What follows belongs to an exercise in optimizing a design on an open flow for small area; a production flow would make more cautious choices. Function was checked by simulation only, so behaviour that the tests miss may differ from the original. Power figures rest on the tool's default switching activity, not on a simulated workload.

== run A ==
// opl2
module opl2(
  clk,
  reset,
  opl2_we,
  opl2_data,
  opl2_adr,
  kon,
  channel_a,
  channel_b,
  sample_clk,
  sample_clk_128
  );
For scale: ~11,000 cells after synthesis, about 62 I/O pins, roughly 0.10 mm2 of cells after synthesis.
make LEC_CHECK=0 ABC_AREA=1 CAP_MARGIN=20 CORE_MARGIN=2 CORE_UTILIZATION=55 CTS_BUF_LIST=sky130_fd_sc_hd__clkbuf_16 CTS_CLUSTER_DIAMETER=120 CTS_CLUSTER_SIZE=28 PLACE_DENSITY=0.7 SLEW_MARGIN=20 finish   # period 15.0 ns
run.sh (not shown) runs the stock make flow with config.mk's settings and CLKGATE_MAP_FILE= SYNTH_SCRIPT=/design/flow/synth_recipe.tcl, a recipe that flattens the netlist after the stock synthesis.
Run A was carried through to the last stage, and its layout satisfied the timing, design-rule and antenna checks.
> inputs changed (run A -> run B)
# run A
export LEC_CHECK = 0
export ABC_AREA = 1
export CAP_MARGIN = 20
export CORE_MARGIN = 2
export CORE_UTILIZATION = 55
export CTS_BUF_LIST = sky130_fd_sc_hd__clkbuf_16
export CTS_CLUSTER_DIAMETER = 120
export CTS_CLUSTER_SIZE = 28
export PLACE_DENSITY = 0.7
export SLEW_MARGIN = 20
create_clock -name core_clock -period 15.0 [get_ports {clk}]
# run B
export LEC_CHECK = 0
export CAP_MARGIN = 20
export CORE_MARGIN = 2
export CORE_UTILIZATION = 55
export CTS_BUF_LIST = sky130_fd_sc_hd__clkbuf_16
export CTS_CLUSTER_DIAMETER = 100
export CTS_CLUSTER_SIZE = 30
export PLACE_DENSITY = 0.7
export SLEW_MARGIN = 20
create_clock -name core_clock -period 15.0 [get_ports {clk}]
- Run B has completed all stages; timing, DRC and antenna checks passed.
- Run A finished every step from synthesis to the final layout, and the layout passed the timing, design-rule and antenna checks.
- Clock latency at the later pin of the worst-skew pair: run B vs run A, no meaningful difference
- Compared with run A, first-pass GRT wire length in run B increased by a few percent.
- Run B reports its cell with the largest stage delay on the worst path as sky130_fd_sc_hd__dfxtp_2 while run A reports sky130_fd_sc_hd__dfxtp_1.
- Run A and run B ended up with nearly the same clock tree cell share of total cell area.
--- input diff run B..run C ---
# run B
export LEC_CHECK = 0
export CAP_MARGIN = 20
export CORE_MARGIN = 2
export CORE_UTILIZATION = 55
export CTS_BUF_LIST = sky130_fd_sc_hd__clkbuf_16
export CTS_CLUSTER_DIAMETER = 100
export CTS_CLUSTER_SIZE = 30
export PLACE_DENSITY = 0.7
export SLEW_MARGIN = 20
create_clock -name core_clock -period 15.0 [get_ports {clk}]
# run C
export LEC_CHECK = 0
export ABC_AREA = 1
export CAP_MARGIN = 20
export CORE_MARGIN = 2
export CORE_UTILIZATION = 65
export CTS_BUF_LIST = sky130_fd_sc_hd__clkbuf_16
export CTS_CLUSTER_DIAMETER = 100
export CTS_CLUSTER_SIZE = 27
export PLACE_DENSITY = 0.75
export SLEW_MARGIN = 20
create_clock -name core_clock -period 15.0 [get_ports {clk}]
==> run notes <==
- A most frequent standard cell in the layout excluding fill and tap cells of sky130_fd_sc_hd__dfxtp_1 is what run B shows, while sky130_fd_sc_hd__nand2_1 belongs to run C.
- Run C against run B: number of instances in the synthesized netlist went up by 1,327; setup slack rose 0.41 ns; total non-filler cell area in the finished layout down 5.3%.
- Compared with run B, average wire length per cell after detail routing in run C decreased by more than 10%.
- Relative to run B, the total placed instance area measured on run C has decreased by a few percent.
Changes in run D relative to run C:
# run C
export LEC_CHECK = 0
export ABC_AREA = 1
export CAP_MARGIN = 20
export CORE_MARGIN = 2
export CORE_UTILIZATION = 65
export CTS_BUF_LIST = sky130_fd_sc_hd__clkbuf_16
export CTS_CLUSTER_DIAMETER = 100
export CTS_CLUSTER_SIZE = 27
export PLACE_DENSITY = 0.75
export SLEW_MARGIN = 20
create_clock -name core_clock -period 15.0 [get_ports {clk}]
# run D
export LEC_CHECK = 0
export ABC_AREA = 1
export CAP_MARGIN = 20
export CORE_MARGIN = 2
export CORE_UTILIZATION = 65
export CTS_BUF_LIST = sky130_fd_sc_hd__clkbuf_16
export CTS_CLUSTER_DIAMETER = 70
export CTS_CLUSTER_SIZE = 30
export PLACE_DENSITY = 0.75
export SLEW_MARGIN = 20
create_clock -name core_clock -period 15.0 [get_ports {clk}]
==> comparison <==
- Run D | stages: all done | timing, DRC, antenna: all pass
- Run D ended with less arrival time at the worst endpoint than run C.
- Final wirelength: run C vs run D — no meaningful difference
- Between run D and run C, relative area of clock buffers and inverters in the final design is lower for run C, run D comes in above that.
- Measured against each other, run D and run C differ in total of plain and repair buffers excluding clock buffers, the lower figure coming from run C.
- Delta(total power, run D - run C) > 0
> inputs changed (run D -> run E)
# run D
export LEC_CHECK = 0
export ABC_AREA = 1
export CAP_MARGIN = 20
export CORE_MARGIN = 2
export CORE_UTILIZATION = 65
export CTS_BUF_LIST = sky130_fd_sc_hd__clkbuf_16
export CTS_CLUSTER_DIAMETER = 70
export CTS_CLUSTER_SIZE = 30
export PLACE_DENSITY = 0.75
export SLEW_MARGIN = 20
create_clock -name core_clock -period 15.0 [get_ports {clk}]
# run E
export LEC_CHECK = 0
export ABC_AREA = 1
export CAP_MARGIN = 20
export CORE_MARGIN = 2
export CORE_UTILIZATION = 55
export CTS_BUF_LIST = sky130_fd_sc_hd__clkbuf_16
export CTS_CLUSTER_DIAMETER = 100
export CTS_CLUSTER_SIZE = 24
export PLACE_DENSITY = 0.7
export SLEW_MARGIN = 20
create_clock -name core_clock -period 15.0 [get_ports {clk}]
--- outcome ---
Run E: full flow OK, the timing, design-rule and antenna checks passed
Run E vs run D, fraction of area in clock buffers and inverters went down by 0.43 points.
Summary of run E over run D: count of cell types in the netlist now sits at about the same level; sequential cell area share barely changed; total leakage power closely matched the old numbers.
Comparing run E with run D, the final cell area excluding filler cells came out essentially unchanged.
| non-clock buffering overhead in the final layout | run E vs run D | ≈ equal |
Edits applied to the flow inputs when going from run E to run F:
# run E
export LEC_CHECK = 0
export ABC_AREA = 1
export CAP_MARGIN = 20
export CORE_MARGIN = 2
export CORE_UTILIZATION = 55
export CTS_BUF_LIST = sky130_fd_sc_hd__clkbuf_16
export CTS_CLUSTER_DIAMETER = 100
export CTS_CLUSTER_SIZE = 24
export PLACE_DENSITY = 0.7
export SLEW_MARGIN = 20
create_clock -name core_clock -period 15.0 [get_ports {clk}]
# run F
export LEC_CHECK = 0
export ABC_AREA = 1
export CAP_MARGIN = 20
export CORE_MARGIN = 2
export CORE_UTILIZATION = 55
export CTS_BUF_LIST = sky130_fd_sc_hd__clkbuf_16
export CTS_CLUSTER_DIAMETER = 100
export CTS_CLUSTER_SIZE = 30
export PLACE_DENSITY = 0.7
export SLEW_MARGIN = 20
create_clock -name core_clock -period 15.0 [get_ports {clk}]
- From run E to run F the numbers moved as follows: highest attainable clock frequency neither gained nor lost much; total routed wire length on the met1 layer ~0 delta; number of clock-tree buffers in the layout shows a reduction of 35; final design utilization went down; pin count of the biggest net entering global routing comparable.
- The clock network fraction of total power number comes out lower for run F vs run E.
- Run F: flow completed, timing, DRC and antenna clean

[port drivers added, routing unchanged]
No port has a modelled driver above. Below, the same layouts with a new extraction and two added sets of constraints. Step 1 assumes that a clkbuf_16 drives the clock port and a buf_2 every other input. Step 2, shift: input delay + t, output delay - t, t = (earliest + latest rising clock arrival at the registers) / 2. This alone moves slack from input paths to output paths. a / b / c = no drivers / after step 1 / after step 2; a / b = the first two.
| run | t, ns | setup WS [ns] | latest minus earliest clock arrival (ns) |
|---|---|---|---|
| run A | 0.914 | 1.855 / 1.855 / 1.855 | 0.084 / 0.084 |
| run B | 0.897 | 1.296 / 1.296 / 1.296 | 0.073 / 0.072 |
| run C | 0.871 | 1.711 / 1.711 / 1.711 | 0.068 / 0.068 |
| run D | 0.905 | 1.802 / 1.802 / 1.802 | 0.051 / 0.051 |
| run E | 0.902 | 1.936 / 1.936 / 1.936 | 0.054 / 0.054 |
| run F | 0.902 | 1.920 / 1.920 / 1.920 | 0.066 / 0.066 |
After both steps setup and hold are still met in every run listed.
